What follows belongs to an exercise in optimizing a design on an open flow for small area and a short achievable clock period; a production flow would make more cautious choices. Only simulation tests tie the RTL to the original design; equivalence was not proved. Power and IR drop assume default switching activity.

## design/flow/design.v

```verilog
`timescale 1ns / 1ps
module g_inv(input a, output y);
	assign y = ~a;
endmodule
module g_nand2(input a, b, output y);
	assign y = ~(a & b);
endmodule
module g_nor2(input a, b, output y);
	assign y = ~(a | b);
endmodule
module g_xor2(input a, b, output y);
	assign y = a ^ b;
endmodule
module g_xnor2(input a, b, output y);
	assign y = ~(a ^ b);
endmodule
module g_aoi21(input a1, a2, b1, output y);
	assign y = ~((a1 & a2) | b1);
endmodule
module g_oai21(input a1, a2, b1, output y);
	assign y = ~((a1 | a2) & b1);
endmodule
module g_nmaj3(input a, b, c, output y);
	assign y = ~((a & b) | (c & (a | b)));
endmodule
module g_mux2i(input a0, a1, s, output y);
	assign y = ~(s ? a1 : a0);
endmodule
module g_maj3nn(input an, bn, c, output y);
	assign y = (~an & ~bn) | (c & (~an | ~bn));
endmodule
module g_or3(input a, b, c, output y);
	assign y = a | b | c;
endmodule
module g_fsel(input a, b, c, d, e, output y);
	assign y = (a & b) | (c & d) | e;
endmodule
module g_fsel5(input a, b, c, d, e, g, h, output y);
	assign y = (a & b) | (c & d) | e | g | h;
endmodule
module g_a222oi(input a1, a2, b1, b2, c1, c2, output y);
	assign y = ~((a1 & a2) | (b1 & b2) | (c1 & c2));
endmodule
module g_a22oi(input a1, a2, b1, b2, output y);
	assign y = ~((a1 & a2) | (b1 & b2));
endmodule
module g_nand4(input a, b, c, d, output y);
	assign y = ~(a & b & c & d);
endmodule
module g_nand3(input a, b, c, output y);
	assign y = ~(a & b & c);
endmodule
module g_nor3(input a, b, c, output y);
	assign y = ~(a | b | c);
endmodule
module rdbit(input [31:0] d, input [31:0] s, output yn);
	wire [10:0] t;
	genvar k;
	generate for (k = 0; k < 10; k = k + 1) begin : g
		g_a222oi u(.a1(d[3*k]), .a2(s[3*k]), .b1(d[3*k+1]), .b2(s[3*k+1]), .c1(d[3*k+2]), .c2(s[3*k+2]), .y(t[k]));
	end endgenerate
	g_a22oi u10(.a1(d[30]), .a2(s[30]), .b1(d[31]), .b2(s[31]), .y(t[10]));
	wire n0, n1, n2;
	g_nand4 v0(.a(t[0]), .b(t[1]), .c(t[2]), .d(t[3]), .y(n0));
	g_nand4 v1(.a(t[4]), .b(t[5]), .c(t[6]), .d(t[7]), .y(n1));
	g_nand3 v2(.a(t[8]), .b(t[9]), .c(t[10]), .y(n2));
	g_nor3 w(.a(n0), .b(n1), .c(n2), .y(yn));
endmodule
module rdbit2(input [31:0] d, input [31:0] s, output yn, output y);
	wire [10:0] t;
	genvar k;
	generate for (k = 0; k < 10; k = k + 1) begin : g
		g_a222oi u(.a1(d[3*k]), .a2(s[3*k]), .b1(d[3*k+1]), .b2(s[3*k+1]), .c1(d[3*k+2]), .c2(s[3*k+2]), .y(t[k]));
	end endgenerate
	g_a22oi u10(.a1(d[30]), .a2(s[30]), .b1(d[31]), .b2(s[31]), .y(t[10]));
	wire n0, n1, n2;
	g_nand4 v0(.a(t[0]), .b(t[1]), .c(t[2]), .d(t[3]), .y(n0));
	g_nand4 v1(.a(t[4]), .b(t[5]), .c(t[6]), .d(t[7]), .y(n1));
	g_nand3 v2(.a(t[8]), .b(t[9]), .c(t[10]), .y(n2));
	g_nor3 w(.a(n0), .b(n1), .c(n2), .y(yn));
	g_or3 x(.a(n0), .b(n1), .c(n2), .y(y));
endmodule
module ksadd(input [31:0] an, input [31:0] bn, input cin, output [31:0] s, output coutn,
	output [31:0] g, output [31:0] p);
	wire g0_0, p0_0;
	g_maj3nn ug0_0(.an(an[0]), .bn(bn[0]), .c(cin), .y(g0_0));
	g_nor2 ugx_0(.a(an[0]), .b(bn[0]), .y(g[0]));
	g_xor2 up0_0(.a(an[0]), .b(bn[0]), .y(p0_0));
	assign p[0] = p0_0;
	wire g0_1, p0_1;
	g_nor2 ug0_1(.a(an[1]), .b(bn[1]), .y(g0_1));
	assign g[1] = g0_1;
	g_xor2 up0_1(.a(an[1]), .b(bn[1]), .y(p0_1));
	assign p[1] = p0_1;
	wire g0_2, p0_2;
	g_nor2 ug0_2(.a(an[2]), .b(bn[2]), .y(g0_2));
	assign g[2] = g0_2;
	g_xor2 up0_2(.a(an[2]), .b(bn[2]), .y(p0_2));
	assign p[2] = p0_2;
	wire g0_3, p0_3;
	g_nor2 ug0_3(.a(an[3]), .b(bn[3]), .y(g0_3));
	assign g[3] = g0_3;
	g_xor2 up0_3(.a(an[3]), .b(bn[3]), .y(p0_3));
	assign p[3] = p0_3;
	wire g0_4, p0_4;
	g_nor2 ug0_4(.a(an[4]), .b(bn[4]), .y(g0_4));
	assign g[4] = g0_4;
	g_xor2 up0_4(.a(an[4]), .b(bn[4]), .y(p0_4));
	assign p[4] = p0_4;
	wire g0_5, p0_5;
	g_nor2 ug0_5(.a(an[5]), .b(bn[5]), .y(g0_5));
	assign g[5] = g0_5;
	g_xor2 up0_5(.a(an[5]), .b(bn[5]), .y(p0_5));
	assign p[5] = p0_5;
	wire g0_6, p0_6;
	g_nor2 ug0_6(.a(an[6]), .b(bn[6]), .y(g0_6));
	assign g[6] = g0_6;
	g_xor2 up0_6(.a(an[6]), .b(bn[6]), .y(p0_6));
	assign p[6] = p0_6;
	wire g0_7, p0_7;
	g_nor2 ug0_7(.a(an[7]), .b(bn[7]), .y(g0_7));
	assign g[7] = g0_7;
	g_xor2 up0_7(.a(an[7]), .b(bn[7]), .y(p0_7));
	assign p[7] = p0_7;
	wire g0_8, p0_8;
	g_nor2 ug0_8(.a(an[8]), .b(bn[8]), .y(g0_8));
	assign g[8] = g0_8;
	g_xor2 up0_8(.a(an[8]), .b(bn[8]), .y(p0_8));
	assign p[8] = p0_8;
	wire g0_9, p0_9;
	g_nor2 ug0_9(.a(an[9]), .b(bn[9]), .y(g0_9));
	assign g[9] = g0_9;
	g_xor2 up0_9(.a(an[9]), .b(bn[9]), .y(p0_9));
	assign p[9] = p0_9;
	wire g0_10, p0_10;
	g_nor2 ug0_10(.a(an[10]), .b(bn[10]), .y(g0_10));
	assign g[10] = g0_10;
	g_xor2 up0_10(.a(an[10]), .b(bn[10]), .y(p0_10));
	assign p[10] = p0_10;
	wire g0_11, p0_11;
	g_nor2 ug0_11(.a(an[11]), .b(bn[11]), .y(g0_11));
	assign g[11] = g0_11;
	g_xor2 up0_11(.a(an[11]), .b(bn[11]), .y(p0_11));
	assign p[11] = p0_11;
	wire g0_12, p0_12;
	g_nor2 ug0_12(.a(an[12]), .b(bn[12]), .y(g0_12));
	assign g[12] = g0_12;
	g_xor2 up0_12(.a(an[12]), .b(bn[12]), .y(p0_12));
	assign p[12] = p0_12;
	wire g0_13, p0_13;
	g_nor2 ug0_13(.a(an[13]), .b(bn[13]), .y(g0_13));
	assign g[13] = g0_13;
	g_xor2 up0_13(.a(an[13]), .b(bn[13]), .y(p0_13));
	assign p[13] = p0_13;
	wire g0_14, p0_14;
	g_nor2 ug0_14(.a(an[14]), .b(bn[14]), .y(g0_14));
	assign g[14] = g0_14;
	g_xor2 up0_14(.a(an[14]), .b(bn[14]), .y(p0_14));
	assign p[14] = p0_14;
	wire g0_15, p0_15;
	g_nor2 ug0_15(.a(an[15]), .b(bn[15]), .y(g0_15));
	assign g[15] = g0_15;
	g_xor2 up0_15(.a(an[15]), .b(bn[15]), .y(p0_15));
	assign p[15] = p0_15;
	wire g0_16, p0_16;
	g_nor2 ug0_16(.a(an[16]), .b(bn[16]), .y(g0_16));
	assign g[16] = g0_16;
	g_xor2 up0_16(.a(an[16]), .b(bn[16]), .y(p0_16));
	assign p[16] = p0_16;
	wire g0_17, p0_17;
	g_nor2 ug0_17(.a(an[17]), .b(bn[17]), .y(g0_17));
	assign g[17] = g0_17;
	g_xor2 up0_17(.a(an[17]), .b(bn[17]), .y(p0_17));
	assign p[17] = p0_17;
	wire g0_18, p0_18;
	g_nor2 ug0_18(.a(an[18]), .b(bn[18]), .y(g0_18));
	assign g[18] = g0_18;
	g_xor2 up0_18(.a(an[18]), .b(bn[18]), .y(p0_18));
	assign p[18] = p0_18;
	wire g0_19, p0_19;
	g_nor2 ug0_19(.a(an[19]), .b(bn[19]), .y(g0_19));
	assign g[19] = g0_19;
	g_xor2 up0_19(.a(an[19]), .b(bn[19]), .y(p0_19));
	assign p[19] = p0_19;
	wire g0_20, p0_20;
	g_nor2 ug0_20(.a(an[20]), .b(bn[20]), .y(g0_20));
	assign g[20] = g0_20;
	g_xor2 up0_20(.a(an[20]), .b(bn[20]), .y(p0_20));
	assign p[20] = p0_20;
	wire g0_21, p0_21;
	g_nor2 ug0_21(.a(an[21]), .b(bn[21]), .y(g0_21));
	assign g[21] = g0_21;
	g_xor2 up0_21(.a(an[21]), .b(bn[21]), .y(p0_21));
	assign p[21] = p0_21;
	wire g0_22, p0_22;
	g_nor2 ug0_22(.a(an[22]), .b(bn[22]), .y(g0_22));
	assign g[22] = g0_22;
	g_xor2 up0_22(.a(an[22]), .b(bn[22]), .y(p0_22));
	assign p[22] = p0_22;
	wire g0_23, p0_23;
	g_nor2 ug0_23(.a(an[23]), .b(bn[23]), .y(g0_23));
	assign g[23] = g0_23;
	g_xor2 up0_23(.a(an[23]), .b(bn[23]), .y(p0_23));
	assign p[23] = p0_23;
	wire g0_24, p0_24;
	g_nor2 ug0_24(.a(an[24]), .b(bn[24]), .y(g0_24));
	assign g[24] = g0_24;
	g_xor2 up0_24(.a(an[24]), .b(bn[24]), .y(p0_24));
	assign p[24] = p0_24;
	wire g0_25, p0_25;
	g_nor2 ug0_25(.a(an[25]), .b(bn[25]), .y(g0_25));
	assign g[25] = g0_25;
	g_xor2 up0_25(.a(an[25]), .b(bn[25]), .y(p0_25));
	assign p[25] = p0_25;
	wire g0_26, p0_26;
	g_nor2 ug0_26(.a(an[26]), .b(bn[26]), .y(g0_26));
	assign g[26] = g0_26;
	g_xor2 up0_26(.a(an[26]), .b(bn[26]), .y(p0_26));
	assign p[26] = p0_26;
	wire g0_27, p0_27;
	g_nor2 ug0_27(.a(an[27]), .b(bn[27]), .y(g0_27));
	assign g[27] = g0_27;
	g_xor2 up0_27(.a(an[27]), .b(bn[27]), .y(p0_27));
	assign p[27] = p0_27;
	wire g0_28, p0_28;
	g_nor2 ug0_28(.a(an[28]), .b(bn[28]), .y(g0_28));
	assign g[28] = g0_28;
	g_xor2 up0_28(.a(an[28]), .b(bn[28]), .y(p0_28));
	assign p[28] = p0_28;
	wire g0_29, p0_29;
	g_nor2 ug0_29(.a(an[29]), .b(bn[29]), .y(g0_29));
	assign g[29] = g0_29;
	g_xor2 up0_29(.a(an[29]), .b(bn[29]), .y(p0_29));
	assign p[29] = p0_29;
	wire g0_30, p0_30;
	g_nor2 ug0_30(.a(an[30]), .b(bn[30]), .y(g0_30));
	assign g[30] = g0_30;
	g_xor2 up0_30(.a(an[30]), .b(bn[30]), .y(p0_30));
	assign p[30] = p0_30;
	wire g0_31, p0_31;
	g_nor2 ug0_31(.a(an[31]), .b(bn[31]), .y(g0_31));
	assign g[31] = g0_31;
	g_xor2 up0_31(.a(an[31]), .b(bn[31]), .y(p0_31));
	assign p[31] = p0_31;
	wire g1_1;
	g_aoi21 ug1_1(.a1(p0_1), .a2(g0_0), .b1(g0_1), .y(g1_1));
	wire g1_2;
	g_aoi21 ug1_2(.a1(p0_2), .a2(g0_1), .b1(g0_2), .y(g1_2));
	wire p1_2;
	g_nand2 up1_2(.a(p0_2), .b(p0_1), .y(p1_2));
	wire g1_3;
	g_aoi21 ug1_3(.a1(p0_3), .a2(g0_2), .b1(g0_3), .y(g1_3));
	wire p1_3;
	g_nand2 up1_3(.a(p0_3), .b(p0_2), .y(p1_3));
	wire g1_4;
	g_aoi21 ug1_4(.a1(p0_4), .a2(g0_3), .b1(g0_4), .y(g1_4));
	wire p1_4;
	g_nand2 up1_4(.a(p0_4), .b(p0_3), .y(p1_4));
	wire g1_5;
	g_aoi21 ug1_5(.a1(p0_5), .a2(g0_4), .b1(g0_5), .y(g1_5));
	wire p1_5;
	g_nand2 up1_5(.a(p0_5), .b(p0_4), .y(p1_5));
	wire g1_6;
	g_aoi21 ug1_6(.a1(p0_6), .a2(g0_5), .b1(g0_6), .y(g1_6));
	wire p1_6;
	g_nand2 up1_6(.a(p0_6), .b(p0_5), .y(p1_6));
	wire g1_7;
	g_aoi21 ug1_7(.a1(p0_7), .a2(g0_6), .b1(g0_7), .y(g1_7));
	wire p1_7;
	g_nand2 up1_7(.a(p0_7), .b(p0_6), .y(p1_7));
	wire g1_8;
	g_aoi21 ug1_8(.a1(p0_8), .a2(g0_7), .b1(g0_8), .y(g1_8));
	wire p1_8;
	g_nand2 up1_8(.a(p0_8), .b(p0_7), .y(p1_8));
	wire g1_9;
	g_aoi21 ug1_9(.a1(p0_9), .a2(g0_8), .b1(g0_9), .y(g1_9));
	wire p1_9;
	g_nand2 up1_9(.a(p0_9), .b(p0_8), .y(p1_9));
	wire g1_10;
	g_aoi21 ug1_10(.a1(p0_10), .a2(g0_9), .b1(g0_10), .y(g1_10));
	wire p1_10;
	g_nand2 up1_10(.a(p0_10), .b(p0_9), .y(p1_10));
	wire g1_11;
	g_aoi21 ug1_11(.a1(p0_11), .a2(g0_10), .b1(g0_11), .y(g1_11));
	wire p1_11;
	g_nand2 up1_11(.a(p0_11), .b(p0_10), .y(p1_11));
	wire g1_12;
	g_aoi21 ug1_12(.a1(p0_12), .a2(g0_11), .b1(g0_12), .y(g1_12));
	wire p1_12;
	g_nand2 up1_12(.a(p0_12), .b(p0_11), .y(p1_12));
	wire g1_13;
	g_aoi21 ug1_13(.a1(p0_13), .a2(g0_12), .b1(g0_13), .y(g1_13));
	wire p1_13;
	g_nand2 up1_13(.a(p0_13), .b(p0_12), .y(p1_13));
	wire g1_14;
	g_aoi21 ug1_14(.a1(p0_14), .a2(g0_13), .b1(g0_14), .y(g1_14));
	wire p1_14;
	g_nand2 up1_14(.a(p0_14), .b(p0_13), .y(p1_14));
	wire g1_15;
	g_aoi21 ug1_15(.a1(p0_15), .a2(g0_14), .b1(g0_15), .y(g1_15));
	wire p1_15;
	g_nand2 up1_15(.a(p0_15), .b(p0_14), .y(p1_15));
	wire g1_16;
	g_aoi21 ug1_16(.a1(p0_16), .a2(g0_15), .b1(g0_16), .y(g1_16));
	wire p1_16;
	g_nand2 up1_16(.a(p0_16), .b(p0_15), .y(p1_16));
	wire g1_17;
	g_aoi21 ug1_17(.a1(p0_17), .a2(g0_16), .b1(g0_17), .y(g1_17));
	wire p1_17;
	g_nand2 up1_17(.a(p0_17), .b(p0_16), .y(p1_17));
	wire g1_18;
	g_aoi21 ug1_18(.a1(p0_18), .a2(g0_17), .b1(g0_18), .y(g1_18));
	wire p1_18;
	g_nand2 up1_18(.a(p0_18), .b(p0_17), .y(p1_18));
	wire g1_19;
	g_aoi21 ug1_19(.a1(p0_19), .a2(g0_18), .b1(g0_19), .y(g1_19));
	wire p1_19;
	g_nand2 up1_19(.a(p0_19), .b(p0_18), .y(p1_19));
	wire g1_20;
	g_aoi21 ug1_20(.a1(p0_20), .a2(g0_19), .b1(g0_20), .y(g1_20));
	wire p1_20;
	g_nand2 up1_20(.a(p0_20), .b(p0_19), .y(p1_20));
	wire g1_21;
	g_aoi21 ug1_21(.a1(p0_21), .a2(g0_20), .b1(g0_21), .y(g1_21));
	wire p1_21;
	g_nand2 up1_21(.a(p0_21), .b(p0_20), .y(p1_21));
	wire g1_22;
	g_aoi21 ug1_22(.a1(p0_22), .a2(g0_21), .b1(g0_22), .y(g1_22));
	wire p1_22;
	g_nand2 up1_22(.a(p0_22), .b(p0_21), .y(p1_22));
	wire g1_23;
	g_aoi21 ug1_23(.a1(p0_23), .a2(g0_22), .b1(g0_23), .y(g1_23));
	wire p1_23;
	g_nand2 up1_23(.a(p0_23), .b(p0_22), .y(p1_23));
	wire g1_24;
	g_aoi21 ug1_24(.a1(p0_24), .a2(g0_23), .b1(g0_24), .y(g1_24));
	wire p1_24;
	g_nand2 up1_24(.a(p0_24), .b(p0_23), .y(p1_24));
	wire g1_25;
	g_aoi21 ug1_25(.a1(p0_25), .a2(g0_24), .b1(g0_25), .y(g1_25));
	wire p1_25;
	g_nand2 up1_25(.a(p0_25), .b(p0_24), .y(p1_25));
	wire g1_26;
	g_aoi21 ug1_26(.a1(p0_26), .a2(g0_25), .b1(g0_26), .y(g1_26));
	wire p1_26;
	g_nand2 up1_26(.a(p0_26), .b(p0_25), .y(p1_26));
	wire g1_27;
	g_aoi21 ug1_27(.a1(p0_27), .a2(g0_26), .b1(g0_27), .y(g1_27));
	wire p1_27;
	g_nand2 up1_27(.a(p0_27), .b(p0_26), .y(p1_27));
	wire g1_28;
	g_aoi21 ug1_28(.a1(p0_28), .a2(g0_27), .b1(g0_28), .y(g1_28));
	wire p1_28;
	g_nand2 up1_28(.a(p0_28), .b(p0_27), .y(p1_28));
	wire g1_29;
	g_aoi21 ug1_29(.a1(p0_29), .a2(g0_28), .b1(g0_29), .y(g1_29));
	wire p1_29;
	g_nand2 up1_29(.a(p0_29), .b(p0_28), .y(p1_29));
	wire g1_30;
	g_aoi21 ug1_30(.a1(p0_30), .a2(g0_29), .b1(g0_30), .y(g1_30));
	wire p1_30;
	g_nand2 up1_30(.a(p0_30), .b(p0_29), .y(p1_30));
	wire g1_31;
	g_aoi21 ug1_31(.a1(p0_31), .a2(g0_30), .b1(g0_31), .y(g1_31));
	wire p1_31;
	g_nand2 up1_31(.a(p0_31), .b(p0_30), .y(p1_31));
	wire gi_0;
	g_inv ugi_0(.a(g0_0), .y(gi_0));
	wire g2_2;
	g_oai21 ug2_2(.a1(p1_2), .a2(gi_0), .b1(g1_2), .y(g2_2));
	wire g2_3;
	g_oai21 ug2_3(.a1(p1_3), .a2(g1_1), .b1(g1_3), .y(g2_3));
	wire g2_4;
	g_oai21 ug2_4(.a1(p1_4), .a2(g1_2), .b1(g1_4), .y(g2_4));
	wire p2_4;
	g_nor2 up2_4(.a(p1_4), .b(p1_2), .y(p2_4));
	wire g2_5;
	g_oai21 ug2_5(.a1(p1_5), .a2(g1_3), .b1(g1_5), .y(g2_5));
	wire p2_5;
	g_nor2 up2_5(.a(p1_5), .b(p1_3), .y(p2_5));
	wire g2_6;
	g_oai21 ug2_6(.a1(p1_6), .a2(g1_4), .b1(g1_6), .y(g2_6));
	wire p2_6;
	g_nor2 up2_6(.a(p1_6), .b(p1_4), .y(p2_6));
	wire g2_7;
	g_oai21 ug2_7(.a1(p1_7), .a2(g1_5), .b1(g1_7), .y(g2_7));
	wire p2_7;
	g_nor2 up2_7(.a(p1_7), .b(p1_5), .y(p2_7));
	wire g2_8;
	g_oai21 ug2_8(.a1(p1_8), .a2(g1_6), .b1(g1_8), .y(g2_8));
	wire p2_8;
	g_nor2 up2_8(.a(p1_8), .b(p1_6), .y(p2_8));
	wire g2_9;
	g_oai21 ug2_9(.a1(p1_9), .a2(g1_7), .b1(g1_9), .y(g2_9));
	wire p2_9;
	g_nor2 up2_9(.a(p1_9), .b(p1_7), .y(p2_9));
	wire g2_10;
	g_oai21 ug2_10(.a1(p1_10), .a2(g1_8), .b1(g1_10), .y(g2_10));
	wire p2_10;
	g_nor2 up2_10(.a(p1_10), .b(p1_8), .y(p2_10));
	wire g2_11;
	g_oai21 ug2_11(.a1(p1_11), .a2(g1_9), .b1(g1_11), .y(g2_11));
	wire p2_11;
	g_nor2 up2_11(.a(p1_11), .b(p1_9), .y(p2_11));
	wire g2_12;
	g_oai21 ug2_12(.a1(p1_12), .a2(g1_10), .b1(g1_12), .y(g2_12));
	wire p2_12;
	g_nor2 up2_12(.a(p1_12), .b(p1_10), .y(p2_12));
	wire g2_13;
	g_oai21 ug2_13(.a1(p1_13), .a2(g1_11), .b1(g1_13), .y(g2_13));
	wire p2_13;
	g_nor2 up2_13(.a(p1_13), .b(p1_11), .y(p2_13));
	wire g2_14;
	g_oai21 ug2_14(.a1(p1_14), .a2(g1_12), .b1(g1_14), .y(g2_14));
	wire p2_14;
	g_nor2 up2_14(.a(p1_14), .b(p1_12), .y(p2_14));
	wire g2_15;
	g_oai21 ug2_15(.a1(p1_15), .a2(g1_13), .b1(g1_15), .y(g2_15));
	wire p2_15;
	g_nor2 up2_15(.a(p1_15), .b(p1_13), .y(p2_15));
	wire g2_16;
	g_oai21 ug2_16(.a1(p1_16), .a2(g1_14), .b1(g1_16), .y(g2_16));
	wire p2_16;
	g_nor2 up2_16(.a(p1_16), .b(p1_14), .y(p2_16));
	wire g2_17;
	g_oai21 ug2_17(.a1(p1_17), .a2(g1_15), .b1(g1_17), .y(g2_17));
	wire p2_17;
	g_nor2 up2_17(.a(p1_17), .b(p1_15), .y(p2_17));
	wire g2_18;
	g_oai21 ug2_18(.a1(p1_18), .a2(g1_16), .b1(g1_18), .y(g2_18));
	wire p2_18;
	g_nor2 up2_18(.a(p1_18), .b(p1_16), .y(p2_18));
	wire g2_19;
	g_oai21 ug2_19(.a1(p1_19), .a2(g1_17), .b1(g1_19), .y(g2_19));
	wire p2_19;
	g_nor2 up2_19(.a(p1_19), .b(p1_17), .y(p2_19));
	wire g2_20;
	g_oai21 ug2_20(.a1(p1_20), .a2(g1_18), .b1(g1_20), .y(g2_20));
	wire p2_20;
	g_nor2 up2_20(.a(p1_20), .b(p1_18), .y(p2_20));
	wire g2_21;
	g_oai21 ug2_21(.a1(p1_21), .a2(g1_19), .b1(g1_21), .y(g2_21));
	wire p2_21;
	g_nor2 up2_21(.a(p1_21), .b(p1_19), .y(p2_21));
	wire g2_22;
	g_oai21 ug2_22(.a1(p1_22), .a2(g1_20), .b1(g1_22), .y(g2_22));
	wire p2_22;
	g_nor2 up2_22(.a(p1_22), .b(p1_20), .y(p2_22));
	wire g2_23;
	g_oai21 ug2_23(.a1(p1_23), .a2(g1_21), .b1(g1_23), .y(g2_23));
	wire p2_23;
	g_nor2 up2_23(.a(p1_23), .b(p1_21), .y(p2_23));
	wire g2_24;
	g_oai21 ug2_24(.a1(p1_24), .a2(g1_22), .b1(g1_24), .y(g2_24));
	wire p2_24;
	g_nor2 up2_24(.a(p1_24), .b(p1_22), .y(p2_24));
	wire g2_25;
	g_oai21 ug2_25(.a1(p1_25), .a2(g1_23), .b1(g1_25), .y(g2_25));
	wire p2_25;
	g_nor2 up2_25(.a(p1_25), .b(p1_23), .y(p2_25));
	wire g2_26;
	g_oai21 ug2_26(.a1(p1_26), .a2(g1_24), .b1(g1_26), .y(g2_26));
	wire p2_26;
	g_nor2 up2_26(.a(p1_26), .b(p1_24), .y(p2_26));
	wire g2_27;
	g_oai21 ug2_27(.a1(p1_27), .a2(g1_25), .b1(g1_27), .y(g2_27));
	wire p2_27;
	g_nor2 up2_27(.a(p1_27), .b(p1_25), .y(p2_27));
	wire g2_28;
	g_oai21 ug2_28(.a1(p1_28), .a2(g1_26), .b1(g1_28), .y(g2_28));
	wire p2_28;
	g_nor2 up2_28(.a(p1_28), .b(p1_26), .y(p2_28));
	wire g2_29;
	g_oai21 ug2_29(.a1(p1_29), .a2(g1_27), .b1(g1_29), .y(g2_29));
	wire p2_29;
	g_nor2 up2_29(.a(p1_29), .b(p1_27), .y(p2_29));
	wire g2_30;
	g_oai21 ug2_30(.a1(p1_30), .a2(g1_28), .b1(g1_30), .y(g2_30));
	wire p2_30;
	g_nor2 up2_30(.a(p1_30), .b(p1_28), .y(p2_30));
	wire g2_31;
	g_oai21 ug2_31(.a1(p1_31), .a2(g1_29), .b1(g1_31), .y(g2_31));
	wire p2_31;
	g_nor2 up2_31(.a(p1_31), .b(p1_29), .y(p2_31));
	wire g3_4;
	g_aoi21 ug3_4(.a1(p2_4), .a2(g0_0), .b1(g2_4), .y(g3_4));
	wire gi_1;
	g_inv ugi_1(.a(g1_1), .y(gi_1));
	wire g3_5;
	g_aoi21 ug3_5(.a1(p2_5), .a2(gi_1), .b1(g2_5), .y(g3_5));
	wire g3_6;
	g_aoi21 ug3_6(.a1(p2_6), .a2(g2_2), .b1(g2_6), .y(g3_6));
	wire g3_7;
	g_aoi21 ug3_7(.a1(p2_7), .a2(g2_3), .b1(g2_7), .y(g3_7));
	wire g3_8;
	g_aoi21 ug3_8(.a1(p2_8), .a2(g2_4), .b1(g2_8), .y(g3_8));
	wire p3_8;
	g_nand2 up3_8(.a(p2_8), .b(p2_4), .y(p3_8));
	wire g3_9;
	g_aoi21 ug3_9(.a1(p2_9), .a2(g2_5), .b1(g2_9), .y(g3_9));
	wire p3_9;
	g_nand2 up3_9(.a(p2_9), .b(p2_5), .y(p3_9));
	wire g3_10;
	g_aoi21 ug3_10(.a1(p2_10), .a2(g2_6), .b1(g2_10), .y(g3_10));
	wire p3_10;
	g_nand2 up3_10(.a(p2_10), .b(p2_6), .y(p3_10));
	wire g3_11;
	g_aoi21 ug3_11(.a1(p2_11), .a2(g2_7), .b1(g2_11), .y(g3_11));
	wire p3_11;
	g_nand2 up3_11(.a(p2_11), .b(p2_7), .y(p3_11));
	wire g3_12;
	g_aoi21 ug3_12(.a1(p2_12), .a2(g2_8), .b1(g2_12), .y(g3_12));
	wire p3_12;
	g_nand2 up3_12(.a(p2_12), .b(p2_8), .y(p3_12));
	wire g3_13;
	g_aoi21 ug3_13(.a1(p2_13), .a2(g2_9), .b1(g2_13), .y(g3_13));
	wire p3_13;
	g_nand2 up3_13(.a(p2_13), .b(p2_9), .y(p3_13));
	wire g3_14;
	g_aoi21 ug3_14(.a1(p2_14), .a2(g2_10), .b1(g2_14), .y(g3_14));
	wire p3_14;
	g_nand2 up3_14(.a(p2_14), .b(p2_10), .y(p3_14));
	wire g3_15;
	g_aoi21 ug3_15(.a1(p2_15), .a2(g2_11), .b1(g2_15), .y(g3_15));
	wire p3_15;
	g_nand2 up3_15(.a(p2_15), .b(p2_11), .y(p3_15));
	wire g3_16;
	g_aoi21 ug3_16(.a1(p2_16), .a2(g2_12), .b1(g2_16), .y(g3_16));
	wire p3_16;
	g_nand2 up3_16(.a(p2_16), .b(p2_12), .y(p3_16));
	wire g3_17;
	g_aoi21 ug3_17(.a1(p2_17), .a2(g2_13), .b1(g2_17), .y(g3_17));
	wire p3_17;
	g_nand2 up3_17(.a(p2_17), .b(p2_13), .y(p3_17));
	wire g3_18;
	g_aoi21 ug3_18(.a1(p2_18), .a2(g2_14), .b1(g2_18), .y(g3_18));
	wire p3_18;
	g_nand2 up3_18(.a(p2_18), .b(p2_14), .y(p3_18));
	wire g3_19;
	g_aoi21 ug3_19(.a1(p2_19), .a2(g2_15), .b1(g2_19), .y(g3_19));
	wire p3_19;
	g_nand2 up3_19(.a(p2_19), .b(p2_15), .y(p3_19));
	wire g3_20;
	g_aoi21 ug3_20(.a1(p2_20), .a2(g2_16), .b1(g2_20), .y(g3_20));
	wire p3_20;
	g_nand2 up3_20(.a(p2_20), .b(p2_16), .y(p3_20));
	wire g3_21;
	g_aoi21 ug3_21(.a1(p2_21), .a2(g2_17), .b1(g2_21), .y(g3_21));
	wire p3_21;
	g_nand2 up3_21(.a(p2_21), .b(p2_17), .y(p3_21));
	wire g3_22;
	g_aoi21 ug3_22(.a1(p2_22), .a2(g2_18), .b1(g2_22), .y(g3_22));
	wire p3_22;
	g_nand2 up3_22(.a(p2_22), .b(p2_18), .y(p3_22));
	wire g3_23;
	g_aoi21 ug3_23(.a1(p2_23), .a2(g2_19), .b1(g2_23), .y(g3_23));
	wire p3_23;
	g_nand2 up3_23(.a(p2_23), .b(p2_19), .y(p3_23));
	wire g3_24;
	g_aoi21 ug3_24(.a1(p2_24), .a2(g2_20), .b1(g2_24), .y(g3_24));
	wire p3_24;
	g_nand2 up3_24(.a(p2_24), .b(p2_20), .y(p3_24));
	wire g3_25;
	g_aoi21 ug3_25(.a1(p2_25), .a2(g2_21), .b1(g2_25), .y(g3_25));
	wire p3_25;
	g_nand2 up3_25(.a(p2_25), .b(p2_21), .y(p3_25));
	wire g3_26;
	g_aoi21 ug3_26(.a1(p2_26), .a2(g2_22), .b1(g2_26), .y(g3_26));
	wire p3_26;
	g_nand2 up3_26(.a(p2_26), .b(p2_22), .y(p3_26));
	wire g3_27;
	g_aoi21 ug3_27(.a1(p2_27), .a2(g2_23), .b1(g2_27), .y(g3_27));
	wire p3_27;
	g_nand2 up3_27(.a(p2_27), .b(p2_23), .y(p3_27));
	wire g3_28;
	g_aoi21 ug3_28(.a1(p2_28), .a2(g2_24), .b1(g2_28), .y(g3_28));
	wire p3_28;
	g_nand2 up3_28(.a(p2_28), .b(p2_24), .y(p3_28));
	wire g3_29;
	g_aoi21 ug3_29(.a1(p2_29), .a2(g2_25), .b1(g2_29), .y(g3_29));
	wire p3_29;
	g_nand2 up3_29(.a(p2_29), .b(p2_25), .y(p3_29));
	wire g3_30;
	g_aoi21 ug3_30(.a1(p2_30), .a2(g2_26), .b1(g2_30), .y(g3_30));
	wire p3_30;
	g_nand2 up3_30(.a(p2_30), .b(p2_26), .y(p3_30));
	wire g3_31;
	g_aoi21 ug3_31(.a1(p2_31), .a2(g2_27), .b1(g2_31), .y(g3_31));
	wire p3_31;
	g_nand2 up3_31(.a(p2_31), .b(p2_27), .y(p3_31));
	wire g4_8;
	g_oai21 ug4_8(.a1(p3_8), .a2(gi_0), .b1(g3_8), .y(g4_8));
	wire g4_9;
	g_oai21 ug4_9(.a1(p3_9), .a2(g1_1), .b1(g3_9), .y(g4_9));
	wire gi_2;
	g_inv ugi_2(.a(g2_2), .y(gi_2));
	wire g4_10;
	g_oai21 ug4_10(.a1(p3_10), .a2(gi_2), .b1(g3_10), .y(g4_10));
	wire gi_3;
	g_inv ugi_3(.a(g2_3), .y(gi_3));
	wire g4_11;
	g_oai21 ug4_11(.a1(p3_11), .a2(gi_3), .b1(g3_11), .y(g4_11));
	wire g4_12;
	g_oai21 ug4_12(.a1(p3_12), .a2(g3_4), .b1(g3_12), .y(g4_12));
	wire g4_13;
	g_oai21 ug4_13(.a1(p3_13), .a2(g3_5), .b1(g3_13), .y(g4_13));
	wire g4_14;
	g_oai21 ug4_14(.a1(p3_14), .a2(g3_6), .b1(g3_14), .y(g4_14));
	wire g4_15;
	g_oai21 ug4_15(.a1(p3_15), .a2(g3_7), .b1(g3_15), .y(g4_15));
	wire g4_16;
	g_oai21 ug4_16(.a1(p3_16), .a2(g3_8), .b1(g3_16), .y(g4_16));
	wire p4_16;
	g_nor2 up4_16(.a(p3_16), .b(p3_8), .y(p4_16));
	wire g4_17;
	g_oai21 ug4_17(.a1(p3_17), .a2(g3_9), .b1(g3_17), .y(g4_17));
	wire p4_17;
	g_nor2 up4_17(.a(p3_17), .b(p3_9), .y(p4_17));
	wire g4_18;
	g_oai21 ug4_18(.a1(p3_18), .a2(g3_10), .b1(g3_18), .y(g4_18));
	wire p4_18;
	g_nor2 up4_18(.a(p3_18), .b(p3_10), .y(p4_18));
	wire g4_19;
	g_oai21 ug4_19(.a1(p3_19), .a2(g3_11), .b1(g3_19), .y(g4_19));
	wire p4_19;
	g_nor2 up4_19(.a(p3_19), .b(p3_11), .y(p4_19));
	wire g4_20;
	g_oai21 ug4_20(.a1(p3_20), .a2(g3_12), .b1(g3_20), .y(g4_20));
	wire p4_20;
	g_nor2 up4_20(.a(p3_20), .b(p3_12), .y(p4_20));
	wire g4_21;
	g_oai21 ug4_21(.a1(p3_21), .a2(g3_13), .b1(g3_21), .y(g4_21));
	wire p4_21;
	g_nor2 up4_21(.a(p3_21), .b(p3_13), .y(p4_21));
	wire g4_22;
	g_oai21 ug4_22(.a1(p3_22), .a2(g3_14), .b1(g3_22), .y(g4_22));
	wire p4_22;
	g_nor2 up4_22(.a(p3_22), .b(p3_14), .y(p4_22));
	wire g4_23;
	g_oai21 ug4_23(.a1(p3_23), .a2(g3_15), .b1(g3_23), .y(g4_23));
	wire p4_23;
	g_nor2 up4_23(.a(p3_23), .b(p3_15), .y(p4_23));
	wire g4_24;
	g_oai21 ug4_24(.a1(p3_24), .a2(g3_16), .b1(g3_24), .y(g4_24));
	wire p4_24;
	g_nor2 up4_24(.a(p3_24), .b(p3_16), .y(p4_24));
	wire g4_25;
	g_oai21 ug4_25(.a1(p3_25), .a2(g3_17), .b1(g3_25), .y(g4_25));
	wire p4_25;
	g_nor2 up4_25(.a(p3_25), .b(p3_17), .y(p4_25));
	wire g4_26;
	g_oai21 ug4_26(.a1(p3_26), .a2(g3_18), .b1(g3_26), .y(g4_26));
	wire p4_26;
	g_nor2 up4_26(.a(p3_26), .b(p3_18), .y(p4_26));
	wire g4_27;
	g_oai21 ug4_27(.a1(p3_27), .a2(g3_19), .b1(g3_27), .y(g4_27));
	wire p4_27;
	g_nor2 up4_27(.a(p3_27), .b(p3_19), .y(p4_27));
	wire g4_28;
	g_oai21 ug4_28(.a1(p3_28), .a2(g3_20), .b1(g3_28), .y(g4_28));
	wire p4_28;
	g_nor2 up4_28(.a(p3_28), .b(p3_20), .y(p4_28));
	wire g4_29;
	g_oai21 ug4_29(.a1(p3_29), .a2(g3_21), .b1(g3_29), .y(g4_29));
	wire p4_29;
	g_nor2 up4_29(.a(p3_29), .b(p3_21), .y(p4_29));
	wire g4_30;
	g_oai21 ug4_30(.a1(p3_30), .a2(g3_22), .b1(g3_30), .y(g4_30));
	wire p4_30;
	g_nor2 up4_30(.a(p3_30), .b(p3_22), .y(p4_30));
	wire g4_31;
	g_oai21 ug4_31(.a1(p3_31), .a2(g3_23), .b1(g3_31), .y(g4_31));
	wire p4_31;
	g_nor2 up4_31(.a(p3_31), .b(p3_23), .y(p4_31));
	wire g5_16;
	g_aoi21 ug5_16(.a1(p4_16), .a2(g0_0), .b1(g4_16), .y(g5_16));
	wire g5_17;
	g_aoi21 ug5_17(.a1(p4_17), .a2(gi_1), .b1(g4_17), .y(g5_17));
	wire g5_18;
	g_aoi21 ug5_18(.a1(p4_18), .a2(g2_2), .b1(g4_18), .y(g5_18));
	wire g5_19;
	g_aoi21 ug5_19(.a1(p4_19), .a2(g2_3), .b1(g4_19), .y(g5_19));
	wire gi_4;
	g_inv ugi_4(.a(g3_4), .y(gi_4));
	wire g5_20;
	g_aoi21 ug5_20(.a1(p4_20), .a2(gi_4), .b1(g4_20), .y(g5_20));
	wire gi_5;
	g_inv ugi_5(.a(g3_5), .y(gi_5));
	wire g5_21;
	g_aoi21 ug5_21(.a1(p4_21), .a2(gi_5), .b1(g4_21), .y(g5_21));
	wire gi_6;
	g_inv ugi_6(.a(g3_6), .y(gi_6));
	wire g5_22;
	g_aoi21 ug5_22(.a1(p4_22), .a2(gi_6), .b1(g4_22), .y(g5_22));
	wire gi_7;
	g_inv ugi_7(.a(g3_7), .y(gi_7));
	wire g5_23;
	g_aoi21 ug5_23(.a1(p4_23), .a2(gi_7), .b1(g4_23), .y(g5_23));
	wire g5_24;
	g_aoi21 ug5_24(.a1(p4_24), .a2(g4_8), .b1(g4_24), .y(g5_24));
	wire g5_25;
	g_aoi21 ug5_25(.a1(p4_25), .a2(g4_9), .b1(g4_25), .y(g5_25));
	wire g5_26;
	g_aoi21 ug5_26(.a1(p4_26), .a2(g4_10), .b1(g4_26), .y(g5_26));
	wire g5_27;
	g_aoi21 ug5_27(.a1(p4_27), .a2(g4_11), .b1(g4_27), .y(g5_27));
	wire g5_28;
	g_aoi21 ug5_28(.a1(p4_28), .a2(g4_12), .b1(g4_28), .y(g5_28));
	wire g5_29;
	g_aoi21 ug5_29(.a1(p4_29), .a2(g4_13), .b1(g4_29), .y(g5_29));
	wire g5_30;
	g_aoi21 ug5_30(.a1(p4_30), .a2(g4_14), .b1(g4_30), .y(g5_30));
	wire g5_31;
	g_aoi21 ug5_31(.a1(p4_31), .a2(g4_15), .b1(g4_31), .y(g5_31));
	g_xor2 us0(.a(p0_0), .b(cin), .y(s[0]));
	g_xor2 us1(.a(p0_1), .b(g0_0), .y(s[1]));
	g_xnor2 us2(.a(p0_2), .b(g1_1), .y(s[2]));
	g_xor2 us3(.a(p0_3), .b(g2_2), .y(s[3]));
	g_xor2 us4(.a(p0_4), .b(g2_3), .y(s[4]));
	g_xnor2 us5(.a(p0_5), .b(g3_4), .y(s[5]));
	g_xnor2 us6(.a(p0_6), .b(g3_5), .y(s[6]));
	g_xnor2 us7(.a(p0_7), .b(g3_6), .y(s[7]));
	g_xnor2 us8(.a(p0_8), .b(g3_7), .y(s[8]));
	g_xor2 us9(.a(p0_9), .b(g4_8), .y(s[9]));
	g_xor2 us10(.a(p0_10), .b(g4_9), .y(s[10]));
	g_xor2 us11(.a(p0_11), .b(g4_10), .y(s[11]));
	g_xor2 us12(.a(p0_12), .b(g4_11), .y(s[12]));
	g_xor2 us13(.a(p0_13), .b(g4_12), .y(s[13]));
	g_xor2 us14(.a(p0_14), .b(g4_13), .y(s[14]));
	g_xor2 us15(.a(p0_15), .b(g4_14), .y(s[15]));
	g_xor2 us16(.a(p0_16), .b(g4_15), .y(s[16]));
	g_xnor2 us17(.a(p0_17), .b(g5_16), .y(s[17]));
	g_xnor2 us18(.a(p0_18), .b(g5_17), .y(s[18]));
	g_xnor2 us19(.a(p0_19), .b(g5_18), .y(s[19]));
	g_xnor2 us20(.a(p0_20), .b(g5_19), .y(s[20]));
	g_xnor2 us21(.a(p0_21), .b(g5_20), .y(s[21]));
	g_xnor2 us22(.a(p0_22), .b(g5_21), .y(s[22]));
	g_xnor2 us23(.a(p0_23), .b(g5_22), .y(s[23]));
	g_xnor2 us24(.a(p0_24), .b(g5_23), .y(s[24]));
	g_xnor2 us25(.a(p0_25), .b(g5_24), .y(s[25]));
	g_xnor2 us26(.a(p0_26), .b(g5_25), .y(s[26]));
	g_xnor2 us27(.a(p0_27), .b(g5_26), .y(s[27]));
	g_xnor2 us28(.a(p0_28), .b(g5_27), .y(s[28]));
	g_xnor2 us29(.a(p0_29), .b(g5_28), .y(s[29]));
	g_xnor2 us30(.a(p0_30), .b(g5_29), .y(s[30]));
	g_xnor2 us31(.a(p0_31), .b(g5_30), .y(s[31]));
	assign coutn = g5_31;
endmodule
module shl32(input [31:0] bn, input [4:0] s, output [31:0] y);
	wire [31:0] l0, l1, l2, l3;
	wire [4:0] sn = ~s;
	genvar i;
	generate for (i = 0; i < 32; i = i + 1) begin : st
		if (i >= 1) begin : a0
			g_mux2i m(.a0(bn[i]), .a1(bn[i-1]), .s(s[0]), .y(l0[i]));
		end else begin : z0
			g_nor2 m(.a(bn[i]), .b(s[0]), .y(l0[i]));
		end
		if (i >= 2) begin : a1
			g_mux2i m(.a0(l0[i]), .a1(l0[i-2]), .s(s[1]), .y(l1[i]));
		end else begin : z1
			g_nand2 m(.a(l0[i]), .b(sn[1]), .y(l1[i]));
		end
		if (i >= 4) begin : a2
			g_mux2i m(.a0(l1[i]), .a1(l1[i-4]), .s(s[2]), .y(l2[i]));
		end else begin : z2
			g_nor2 m(.a(l1[i]), .b(s[2]), .y(l2[i]));
		end
		if (i >= 8) begin : a3
			g_mux2i m(.a0(l2[i]), .a1(l2[i-8]), .s(s[3]), .y(l3[i]));
		end else begin : z3
			g_nand2 m(.a(l2[i]), .b(sn[3]), .y(l3[i]));
		end
		if (i >= 16) begin : a4
			g_mux2i m(.a0(l3[i]), .a1(l3[i-16]), .s(s[4]), .y(y[i]));
		end else begin : z4
			g_nor2 m(.a(l3[i]), .b(s[4]), .y(y[i]));
		end
	end endgenerate
endmodule
module cpu(clk, rst, display, f, imem_addr, imem_data, dmem_addr, dmem_we, dmem_wdata, dmem_rdata);
	input clk, rst;
	input [3:0] display;
	output [31:0] f;
	output [5:0] imem_addr;
	input [31:0] imem_data;
	output [5:0] dmem_addr;
	output dmem_we;
	output [31:0] dmem_wdata;
	input [31:0] dmem_rdata;
	reg [31:0] PC;
	reg [1023:0] rf;
	reg [31:0] valid;
	wire [31:0] I = imem_data;
	wire [5:0] opcode = I[31:26];
	wire [4:0] rs = I[25:21];
	wire [4:0] rt = I[20:16];
	wire [4:0] rd = I[15:11];
	wire [5:0] func = I[5:0];
	wire [15:0] imm = I[15:0];
	wire op_r    = opcode == 6'b000000;
	wire op_j    = opcode == 6'b000010;
	wire op_jal  = opcode == 6'b000011;
	wire op_addi = opcode == 6'b001000;
	wire op_andi = opcode == 6'b001100;
	wire op_xori = opcode == 6'b001110;
	wire op_sltiu= opcode == 6'b001011;
	wire op_lw   = opcode == 6'b100011;
	wire op_sw   = opcode == 6'b101011;
	wire op_beq  = opcode == 6'b000100;
	wire op_bne  = opcode == 6'b000101;
	wire f_sub  = op_r & (func == 6'b100010);
	wire f_and  = op_r & (func == 6'b100100);
	wire f_or   = op_r & (func == 6'b100101);
	wire f_xor  = op_r & (func == 6'b100110);
	wire f_nor  = op_r & (func == 6'b100111);
	wire f_sltu = op_r & (func == 6'b101011);
	wire f_sllv = op_r & (func == 6'b000100);
	wire f_jr   = op_r & (func == 6'b001000);
	wire use_imm = op_addi | op_andi | op_xori | op_sltiu | op_lw | op_sw;
	wire sext    = op_addi | op_lw | op_sw;
	wire alu_and = f_and | op_andi;
	wire alu_or  = f_or;
	wire alu_xor = f_xor | op_xori;
	wire alu_nor = f_nor;
	wire alu_slt = f_sltu | op_sltiu;
	wire alu_sll = f_sllv;
	wire alu_sub = f_sub | op_beq | op_bne;
	wire alu_log = alu_and | alu_or | alu_xor | alu_nor;
	wire alu_ari = ~(alu_log | alu_slt | alu_sll);
	wire do_sub  = alu_sub | alu_slt;
	wire write_reg = ~(f_jr | op_j | op_sw | op_beq | op_bne);
	wire wr_rt     = op_addi | op_andi | op_xori | op_sltiu | op_lw;
	wire [4:0] W_Addr = op_jal ? 5'b11111 : (wr_rt ? rt : rd);
	wire [31:0] selA = valid & (32'b1 << rs);
	wire [31:0] selB = valid & (32'b1 << rt);
	wire [31:0] An, RBn, RB;
	wire [31:0] A = ~An;
	genvar gb, gr;
	generate for (gb = 0; gb < 32; gb = gb + 1) begin : rb
		wire [31:0] col;
		for (gr = 0; gr < 32; gr = gr + 1) begin : c
			assign col[gr] = rf[gr*32 + gb];
		end
		rdbit ua(.d(col), .s(selA), .yn(An[gb]));
		rdbit2 ub(.d(col), .s(selB), .yn(RBn[gb]), .y(RB[gb]));
	end endgenerate
	integer i;
	wire [31:0] imm_ext = {{16{sext & imm[15]}}, imm};
	wire [31:0] immx = imm_ext ^ {32{do_sub}};
	wire s_bimm = use_imm;
	wire s_badd = ~use_imm & ~do_sub;
	wire s_bsub = ~use_imm & do_sub;
	wire [31:0] Bxn;
	generate for (gb = 0; gb < 32; gb = gb + 1) begin : bx
		g_a222oi u(.a1(s_bimm), .a2(immx[gb]), .b1(s_badd), .b2(RB[gb]), .c1(s_bsub), .c2(RBn[gb]), .y(Bxn[gb]));
	end endgenerate
	wire [31:0] Bx = ~Bxn;
	wire [31:0] S, g, p;
	wire coutn;
	ksadd adder(.an(An), .bn(Bxn), .cin(do_sub), .s(S), .coutn(coutn), .g(g), .p(p));
	wire lt = coutn;
	wire [31:0] shl_raw;
	shl32 shifter(.bn(Bxn), .s(A[4:0]), .y(shl_raw));
	wire big = |A[31:5];
	wire [31:0] shl = big ? 32'b0 : shl_raw;
	wire [31:0] AorB = g | p;
	wire [31:0] L = ({32{alu_and}} & g)
	              | ({32{alu_or}}  & AorB)
	              | ({32{alu_xor}} & p)
	              | ({32{alu_nor}} & ~AorB);
	wire [31:0] F = ({32{alu_ari}} & S)
	              | ({32{alu_slt}} & {31'b0, lt})
	              | ({32{alu_sll}} & shl)
	              | L;
	wire z_add = ~|(p ^ {AorB[30:0], 1'b0});
	wire z_sub = &p;
	wire z_sll = (|A[31:5]) | ~|(Bx & (32'hffffffff >> A[4:0]));
	wire [16:0] icl;
	wire [14:0] ich;
	assign icl[0] = 1'b1;
	assign ich[0] = 1'b1;
	genvar gk;
	generate for (gk = 0; gk < 16; gk = gk + 1) begin : incl
		assign icl[gk+1] = icl[gk] & PC[gk+2];
	end
	for (gk = 0; gk < 14; gk = gk + 1) begin : inch
		assign ich[gk+1] = ich[gk] & PC[gk+18];
	end endgenerate
	wire [13:0] PChi1 = PC[31:18] ^ ich[13:0];
	wire [31:0] PC4 = {icl[16] ? PChi1 : PC[31:18], PC[17:2] ^ icl[15:0], PC[1:0]};
	wire [17:0] brl = {1'b0, PC[17:2], 1'b1} + {1'b0, imm, 1'b1};
	wire [31:0] BR = {brl[17] ? PChi1 : PC[31:18], brl[16:1], PC[1:0]};
	wire take_br = (op_beq & z_sub) | (op_bne & ~z_sub);
	always @(posedge clk or posedge rst) begin
		if (rst) PC <= 32'b0;
		else if (f_jr) PC <= A;
		else if (op_j | op_jal) PC <= {PC4[31:28], I[25:0], 2'b00};
		else if (take_br) PC <= BR;
		else PC <= PC4;
	end
	wire [31:0] W_Data = op_jal ? PC4 : (op_lw ? dmem_rdata : F);
	wire [31:0] wsel = {32{write_reg}} & (32'b1 << W_Addr);
	always @(posedge clk or posedge rst) begin
		if (rst) valid <= 32'b0;
		else valid <= valid | wsel;
	end
	always @(posedge clk) begin
		for (i = 0; i < 32; i = i + 1)
			if (wsel[i]) rf[i*32 +: 32] <= W_Data;
	end
	assign imem_addr = PC[7:2];
	assign dmem_addr = F[7:2];
	assign dmem_we = op_sw;
	assign dmem_wdata = RB;
	wire d_pc = display == 4'b1000;
	wire d_fl = display == 4'b0100;
	wire d_rd = display == 4'b0010;
	wire d_f  = display == 4'b0001;
	wire s_ari = d_f & alu_ari;
	wire s_sll = d_f & alu_sll;
	wire s_slt = d_f & alu_slt;
	wire s_of  = d_fl & alu_ari;
	wire s_zsub = d_fl & alu_sub;
	wire s_zadd = d_fl & alu_ari & ~alu_sub;
	wire s_zslt = d_fl & alu_slt;
	wire s_zsll = d_fl & alu_sll;
	wire s_zlog = d_fl & alu_log;
	wire [31:0] f_early = ({32{d_pc}} & PC) | ({32{d_rd}} & dmem_rdata) | ({32{d_f}} & L);
	wire s_sllx = s_sll & ~big;
	wire f0_slt = s_slt & lt;
	wire f0_of  = s_of & (A[31] ~^ Bx[31]) & (S[31] ^ A[31]);
	wire f1_a = (z_sub & s_zsub) | (z_add & s_zadd);
	wire f1_b = (~lt & s_zslt) | (z_sll & s_zsll) | (~|L & s_zlog);
	g_fsel5 uf0(.a(s_ari), .b(S[0]), .c(s_sllx), .d(shl_raw[0]), .e(f_early[0]), .g(f0_slt), .h(f0_of), .y(f[0]));
	g_fsel5 uf1(.a(s_ari), .b(S[1]), .c(s_sllx), .d(shl_raw[1]), .e(f_early[1]), .g(f1_a), .h(f1_b), .y(f[1]));
	generate for (gb = 2; gb < 32; gb = gb + 1) begin : fo
		g_fsel u(.a(s_ari), .b(S[gb]), .c(s_sllx), .d(shl_raw[gb]), .e(f_early[gb]), .y(f[gb]));
	end endgenerate
endmodule
```

## design/flow/flow/run.sh

```bash
#!/bin/bash
# Layout flow: the standard ORFS flow (standard.sh: standard synthesis, floorplan, place,
# CTS, route, finish), unchanged except that buffer_ports buffers the ports with plain
# buffers (sky130 buf_1, which the resizer may size up later) instead of the delay buffers
# (clkdlybuf4s50_1) it picks on its own. Every port still gets its buffer.
# make's output goes to standard_flow.log; ORFS keeps each step's full log under orfs/logs/.
set -euo pipefail
export BUFFER_PORTS_ARGS="-buffer_cell sky130_fd_sc_hd__buf_1"
bash standard.sh finish > standard_flow.log 2>&1
```

## design/flow/standard.sh

```bash
#!/bin/bash
# synth_recipe.tcl (not shown) runs the flow's synth.tcl, then flattens the netlist and writes it again
# the make line also repeats each setting of config.mk as NAME=value (left out here)
make -C /OpenROAD-flow-scripts/flow DESIGN_CONFIG=/design/flow/config.mk WORK_HOME=/design/flow/orfs CLKGATE_MAP_FILE= SYNTH_SCRIPT=/design/flow/synth_recipe.tcl "${@:-finish}"
```

## design/flow/config.mk

```make
export PLATFORM = sky130hd
export DESIGN_NAME = cpu
export DESIGN_NICKNAME = cpu
export VERILOG_FILES = /design/flow/design.v
export SDC_FILE = /design/flow/constraint.sdc
export NUM_CORES = 4
export LEC_CHECK = 0
export CAP_MARGIN = 20
export CORE_MARGIN = 2
export CORE_UTILIZATION = 55
export CTS_BUF_LIST = sky130_fd_sc_hd__clkbuf_8
export CTS_CLUSTER_DIAMETER = 50
export CTS_CLUSTER_SIZE = 16
export PLACE_DENSITY = 0.65
export SETUP_SLACK_MARGIN = 2.0
export SLEW_MARGIN = 20
export SYNTH_HIERARCHICAL = 1
```

## design/flow/constraint.sdc

```tcl
create_clock -name core_clock -period 12.0 [get_ports {clk}]
set_input_delay 2.4000 -clock core_clock [delete_from_list [all_inputs] [get_ports {clk}]]
set_output_delay 2.4000 -clock core_clock [all_outputs]
set_load 0.01 [all_outputs]
```

==> key figures, run 1 <==
Worst setup path
  – R2R Path Start: valid[15]
  – CP max FO: 33
  – Critical setup path kind: input port to output port
  – WP buf/inv: 6
  – Setup crit start kind: input port
  – R2R Setup Slk: 5070 ps
  – Crit path arrival time: 7710 ps
  – CP max stage cell: mux2i_1
  – WP data required: 9600 ps
  – Crit-path cells: buf_2 -> and3b_1 -> and3_1 -> buf_4 -> a222oi_1 -> nand4_1 -> nor3_2 -> buf_4 -> inv_1 -> buf_4 -> mux2i_1 -> mux2i_1 -> mux2i_1 -> mux2i_1 -> a221o_1 -> buf_1
  – Worst R2R Path Depth: 16
  – RR Endpoint: rf[273]
  – Worst setup EP type: output port
  – CP dominant cell by count: mux2i_1
  – Top delay family on crit path: simple AND/OR/NAND/NOR gates
  – Slowest stage delay, CP: 600 ps

Clocking
  – CTS buffer count: 104
  – CTS tree: done
  – Clock Latency Late Sink: 850 ps
  – Worst-path clk slew: 90 ps
  – CTS H-Tree Depth: 3
  – CTS Sinks: about 1,100
  – CTS Buffer Depth: 3
  – Hold_buf cts: 0
  – Root Buffer: clkbuf_8

Synth
  – Synth Warn #: 7
  – Async S/R FF share, synth: 0.05882
  – Synth Register Bits: 1,088
  – Seq/Total Area, Yosys: 0.6043
  – Cell variety after synth: 88
  – Most common cell in the netlist: edfxtp_1
  – Number of synthesized flops with an enable pin: 1,024
  – Largest cells by area after synthesis: edfxtp_1 57%, a222oi_1 13%, dfrtp_1 3.0%, mux2i_1 3.0%, nand4_1 1.8%
  – Top cell type's share of synthesized area: 0.5744
  – Yosys top cell by area: edfxtp_1
  – Top_reg_cell synth: edfxtp_1
  – Synthesized area: 0.05353 mm2
  – Synth top cells by count: 1,024 x edfxtp_1, 686 x a222oi_1, 238 x nor2_1
  – Syn_area_per_cell: 13.80 um2
  – Syn Nets: 3,992
  – Gate Count Post-Synth: 3,878

Floorplan
  – Core ar.: around 0.097 mm2
  – Die area: 0.09984 mm2
  – Rows: 114
  – Initial core utilization: 0.5544
  – I/O pin count: 147
  – Die H: 316.0 um
  – Die Wd: between 300 and 400 um

Finish
  – Fill cells: 7,390
  – Area Overhead vs Synth: 14.25%
  – Final net count: 4,464
  – Share of cells above drive strength 1: 0.2164

GRT
  – Vias in the first global route: approximately 42,000
  – Grt ovf: 0
  – Most Crowded Layer GR: met2
  – GRT Util Overall: 0.4853
  – Met1 Usage GRT: 0.6136
  – Met2 GRT Util: 0.6792
  – Largest net degree at the start of global routing: 65
  – Met3 GRT Util: 0.1943
  – First-pass GRT wire length: 335,500 um
  – Initial antenna violation count: 21

Job
  – Total of max-cap violations: 0

Hold path
  – HP Class: flop to flop
  – Min-Delay Endpoint: valid[6]
  – Hold path cells: 1
  – Hold Crit Start: valid[6]

STA
  – WHS: 495.2 ps
  – Rel. slew slack: 0.2446
  – Final setup skew: between 60 and 70 ps
  – FMAX: 0.09895 GHz
  – Final period utilization: 0.8422
  – RSZ-0062 raised after global routing: no
  – Hold Vio Cnt, Final: 0
  – Worst-Margin Slew: 1133 ps
  – Post-layout min period: a little over 10,000 ps
  – TNS Setup: 0 ps
  – Fin worst setup slack: 1894 ps
  – # setup viols final: 0
  – Pins Over Slew Limit: 0

Drt
  – Drt total wl: 248,000 um
  – Vias per cell: 8.178
  – DRC errors left: 0
  – Pre-antenna DRT Iters: 13
  – Via count: approximately 47,000
  – Routed Antenna Nets: 0
  – 1st-iter DRT viols: 12,330
  – WL/cell: 43.39 um

Pwr
  – Worst vdd ir: 0.1950 mV
  – Power Total: 12.54 mW
  – Pleak: 20.36 nW
  – Pwr/cell area: 205.0 mW/mm2

Placement
  – Gpl congestion: 1.117
  – Final HPWL DP: 172,700 um
  – I/O Buffers: around 150
  – Worst slack, placed: between 1000 and 1500 ps

Run status
  – Status: no timing/DRC/antenna violations
## sequential cells by signal, indices dropped and copies added (netlist names)
register and cells:
PC 32, rf 1024, valid 32
## layer usage
layer	up-vias	wire length, um	part of all wire
met5	-	304	0.0012
met4	20	22070	0.089
met3	903	40940	0.17
met2	4472	101800	0.41
met1	23080	82940	0.33
li1	18280	-	-
## per-module statistics from Yosys (local to each module, per instance), a selection
module | copies in the design | flops+latches | cells inside
g_nand4 | 128 | 0 | 1
g_mux2i | 129 | 0 | 1
g_fsel5 | 2 | 0 | 3
g_nor3 | 64 | 0 | 1
g_aoi21 | 75 | 0 | 1
cpu | 1 | 1088 | 2259
g_nand2 | 64 | 0 | 1
ksadd | 1 | 0 | 63
g_nand3 | 64 | 0 | 1
g_or3 | 32 | 0 | 1
g_xor2 | 44 | 0 | 1
g_nor2 | 97 | 0 | 1
g_maj3nn | 1 | 0 | 3
g_xnor2 | 20 | 0 | 1
## through the flow
stage / util / area, um2 / std cells
floorplan: - / 53530 / 3878
global placement: 0.5942 / 57380 / 5434
detailed placement: 0.5948 / 57430 / 5438
CTS: 0.6278 / 60620 / 5681
global route: 0.6331 / 61140 / 5708
finish: 0.6333 / 61160 / 5717
## layout make-up
cell class | instances | area (um2) | area share
timing repair buffer | 517 | 3630 | 0.05935
sequential | 1088 | 32350 | 0.5290
clock inverter | 79 | 872.1 | 0.01426
antenna | 10 | 25.02 | 0.0004092
inverter | 54 | 202.7 | 0.003314
multi-input combinational | 2585 | 21000 | 0.3433
tap | 1276 | 1597 | 0.02610
clock buffer | 108 | 1486 | 0.02430
## cell usage in the layout (no fill, tap or decap), drive strengths merged, types with 12 or more instances in the layout
master,count
edfxtp,1024
a222oi,686
buf,509
nor2,238
a21oi,162
o21ai,161
mux2i,160
nand4,154
nand2,129
clkbuf,115
a22oi,108
nand3,98
nor3,86
inv,83
xor2,77
and3,77
dfrtp,64
ha,43
or3,38
a221o,33
xnor2,33
a211oi,29
or2,27
clkinv,26
a21o,23
o211ai,20
a211o,16
a221oi,15
clkinvlp,14
nor2b,12
## worst max-delay path by stage
stage | from | to | slack, ps | depth (start not counted)
6_report | imem_data[24] | f[31] | 1890 | 16
3_3_place_gp | imem_data[26] | f[0] | 710 | 20
3_5_place_dp | imem_data[16] | f[0] | 1050 | 23
2_1_floorplan | imem_data[30] | f[0] | 2270 | 19
4_1_cts | imem_data[16] | f[0] | 1980 | 25
5_1_grt | imem_data[18] | f[0] | 1960 | 24
## worst register-to-register path: stages, from the launching register on
cell      delay, ps
dfrtp_1         420
and3_2          350
buf_4           280
a222oi_1        490
nand4_1         430
nor3_2          720
buf_4           280
nand4_1         100
nor4_1          480
nand2_1         380
nor2_2          610
buf_4           340
a22oi_1         120
nand3_1         220
o21ai_0         250
a21oi_4         930
buf_4           360
## cells by family after synthesis
family / after synthesis / synth area share
fa+ha+maj: 46 / 0.01082
simple gates: 918 / 0.09422
xor+xnor: 110 / 0.01800
compound gates: 1347 / 0.2208
mux: 164 / 0.03076
buf+inv: 205 / 0.02113
flops: 1088 / 0.6043
## power by group
group | switching, mW | internal, mW | total [mW]
clock | 1.43 | 1.12 | 2.55
sequential | 0.193 | 5.22 | 5.41
combinational | 3.40 | 1.18 | 4.58
total | 5.03 | 7.51 | 12.5
## repair_timing
action | in CTS | in global routing
resized for setup | 87 | 77
buffers inserted | 56 | 25
endpoints found under the setup margin | 38 | 25
pin swaps | 48 | 39
cloned | 0 | 1
==> run 2, diff against run 1 <==
--- a/design/flow/config.mk
+++ b/design/flow/config.mk
@@ -11,7 +11,7 @@
 export CTS_BUF_LIST = sky130_fd_sc_hd__clkbuf_8
 export CTS_CLUSTER_DIAMETER = 50
 export CTS_CLUSTER_SIZE = 16
-export PLACE_DENSITY = 0.65
+export PLACE_DENSITY = 0.72
 export SETUP_SLACK_MARGIN = 2.0
 export SLEW_MARGIN = 20
 export SYNTH_HIERARCHICAL = 1
==> run 2 against run 1 <==
Effect of this change: critical path type unchanged; non-clock buffer count up 37; maximum frequency fell by 0.46%; hold slack worse by 13 ps.
==> key figures, run 2 <==
Run status
  – Status: no timing/DRC/antenna violations

Clocking
  – CTS tree: done
  – CTS buffer count: 104
  – CTS Buffer Depth: 3
  – CTS Sinks: 1,088
  – Hold_buf cts: 0
  – Worst-path clk slew: 90 ps
  – Clock Latency Late Sink: 850 ps
  – Root Buffer: clkbuf_8
  – CTS H-Tree Depth: 3

Hold path
  – HP Class: flop to flop
  – Hold Crit Start: valid[6]

Worst setup path
  – CP max FO: 16
  – CP dominant cell by count: buf_4
  – WP data required: 9600 ps
  – Setup crit start kind: input port
  – Crit-path cells: buf_2 -> buf_4 -> and3b_2 -> and3_4 -> buf_6 -> a222oi_1 -> nand4_1 -> or3_4 -> a222oi_1 -> buf_4 -> buf_4 -> o21ai_0 -> a221o_1 -> o41ai_1 -> a41oi_1 -> o22ai_1 -> nand2b_1 -> o31ai_2 -> nor3_2 -> nand2_1 -> buf_1
  – Slowest stage delay, CP: about 600 ps
  – R2R Path Start: valid[17]
  – Worst Setup SP: imem_data[18]
  – Crit path arrival time: 7750 ps
  – CP max stage cell: o41ai_1
  – Critical setup path kind: input port to output port
  – Worst setup EP type: output port

Synth
  – Largest cells by area after synthesis: edfxtp_1 57%, a222oi_1 13%, dfrtp_1 3.0%, mux2i_1 3.0%, nand4_1 1.8%
  – Yosys top cell by area: edfxtp_1
  – Number of synthesized flops with an enable pin: 1,024
  – Synth Warn #: 7
  – Gate Count Post-Synth: 3,878
  – Top_reg_cell synth: edfxtp_1
  – Most common cell in the netlist: edfxtp_1
  – Seq/Total Area, Yosys: 0.6043
  – Synthesized area: around 0.054 mm2
  – Syn_area_per_cell: 13.80 um2
  – Async S/R FF share, synth: 0.05882
  – Top cell type's share of synthesized area: 0.5744
  – Synth top cells by count: 1,024 x edfxtp_1, 686 x a222oi_1, 238 x nor2_1
  – Cell variety after synth: 88
  – Syn Nets: between 3,000 and 4,000
  – Synth Register Bits: approximately 1,100

Floorplan
  – Initial core utilization: 0.5544
  – Core ar.: 0.09657 mm2
  – Die H: 316.0 um
  – Rows: 114
  – I/O pin count: 147
  – Die area: between 0.09 and 0.1 mm2
  – Die Wd: between 300 and 400 um

Pwr
  – Power share of the combinational group: 0.360
  – Pleak: 20.63 nW
  – Clock power frac: 0.211
  – Sequential Power Share: 0.429
  – Power Total: 12.55 mW
  – Internal power: 7.658 mW
  – Pwr/cell area: approximately 200 mW/mm2
  – Worst vdd ir: 0.2729 mV
  – Sw Pwr: 4.893 mW
  – Sw Ratio: 0.3898

Drt
  – Routed Antenna Nets: 0
  – WL/cell: a little over 40 um
  – Drt total wl: 239,100 um
  – 1st-iter DRT viols: 14,110
  – Via count: 47,270
  – Pre-antenna DRT Iters: 13
  – Vias per cell: 8.220
  – DRC errors left: 0

Finish
  – Largest regs: rf: 1024 flops, PC: 32 flops, valid: 32 flops
  – Area Overhead vs Synth: 15.32%
  – Final core utilization: 0.6393
  – Most flop-heavy register: rf
  – Commonest non-fill, non-tap cells in the layout: 1,024 x edfxtp_1, 686 x a222oi_1, 378 x buf_4, 189 x nor2_1, 160 x mux2i_1
  – Share of cells above drive strength 1: 0.2295
  – Most common cell after layout, fill and taps aside: edfxtp_1
  – Finished Cell Area: 0.06173 mm2
  – Max reg flops: 1,024
  – Final net count: 4,503
  – Fill cells: 7,159

STA
  – Rel. slew slack: 0.2352
  – WHS: about 480 ps
  – # setup viols final: 0
  – Hold Vio Cnt, Final: 0
  – Final setup skew: 82.78 ps
  – FMAX: 0.09849 GHz
  – Post-layout min period: 10,150 ps
  – Worst-Margin Slew: 1147 ps
  – RSZ-0062 raised after global routing: yes
  – TNS Setup: 0 ps
  – Pins Over Slew Limit: 0
  – Final period utilization: 0.8461

Placement
  – Final HPWL DP: 161,800 um
  – DP Area: between 0.05 and 0.06 mm2
  – Gpl congestion: 1.100
  – I/O Buffers: 146

GRT
  – Most Crowded Layer GR: met2
  – Largest net degree at the start of global routing: 65
  – GRT Util Overall: 0.4667
  – Grt ovf: 0
  – First-pass GRT wire length: roughly 330,000 um
  – Met1 Usage GRT: 0.5765
  – Vias in the first global route: ~43,000
  – Met3 GRT Util: 0.1997
  – Met2 GRT Util: 0.6558
  – Initial antenna violation count: 11

Job
  – Total of max-cap violations: 0
==> run 2: cells by family (layout without fill, tap and decap cells) <==
kind of cell    after synthesis  count (layout)  synth area share
compound gates             1347            1347            0.2208
mux                         164             164           0.03076
fa+ha+maj                    46              46           0.01082
other cells                   0               4                 0
simple gates                918             919           0.09422
flops                      1088            1088            0.6043
xor+xnor                    110             111           0.01800
buf+inv                     205             796           0.02113
==> run 2: worst paths after layout <==
| path | slack [ps] | endpoint | cells after the start |
|---|---|---|---|
| worst max register to register | 5310 | rf[458] | 16 |
| worst max-delay path | 1850 | f[1] | 21 |
| min in group asynchronous | 1840 | PC[7] | 3 |
| worst min-delay path | 480 | valid[6] | 1 |
| worst min register to register | 480 | valid[6] | 1 |
| max in group asynchronous | 9360 | PC[23] | 3 |
==> run 2: final cells by class <==
type / count / area [um2] / share of cell area
Clock inverter: 79 / 977.2 / 0.01583
Tap cell: 1276 / 1597 / 0.02586
Multi-Input combinational cell: 2587 / 21240 / 0.3440
Clock buffer: 109 / 1500 / 0.02430
Inverter: 54 / 206.4 / 0.003344
Timing Repair Buffer: 554 / 3852 / 0.06241
Sequential cell: 1088 / 32350 / 0.5241
Antenna cell: 4 / 10.01 / 0.0001621
==> run 2: Yosys stat by module (local to each module, per instance), excerpt <==
module	flops+latches	cells inside
g_a222oi	0	1
g_a22oi	0	1
g_aoi21	0	1
g_inv	0	1
g_mux2i	0	1
g_nand3	0	1
g_nand4	0	1
g_nor2	0	1
g_oai21	0	1
g_xnor2	0	1
shl32	0	2
==> run 2: worst max-delay path: cells and delay by family <==
family          cells  cell delay, ps
simple gates        7            1640
compound gates      8            2570
buf+inv             6            1120
==> run 2: layer usage <==
layer	share of wire	vias to the layer above
met5	0.00092	-
met4	0.096	8
met3	0.18	1101
met2	0.41	4898
met1	0.32	22920
li1	-	18340
==> run 2: power groups by stage <==
stage | combinational [mW] | sequential (mW) | clock (mW)
after floorplan | 2.15 | 5.42 | 0
after global placement | 4.00 | 5.44 | 0
after detailed placement | 4.04 | 5.45 | 0
after CTS | 4.13 | 5.37 | 2.64
after global routing | 4.60 | 5.40 | 2.78
final | 4.52 | 5.39 | 2.65
==> run 2: metrics by stage <==
step                      setup slack, ps  cells
after detailed placement            696.4   5433
after global routing                 1945   5748
after CTS                            2000   5679
after floorplan                      2271   3878
final                                1847   5751
after global placement              725.0   5431
==> run 2: repair_timing <==
item,CTS,global route
setup buffers,58,65
pin swaps,49,69
hold endpoints to repair,0,0
endpoints found under the setup margin,38,24
gates resized for setup,122,102
gates cloned,0,2

Check on run 2: ideal ports give 1.847 ns setup slack; a clkbuf_16 on the clock port and buf_2 on the inputs give 1.752 ns; moving port delays by the midpoint clock arrival (0.881 ns) as well gives 1.752 ns.
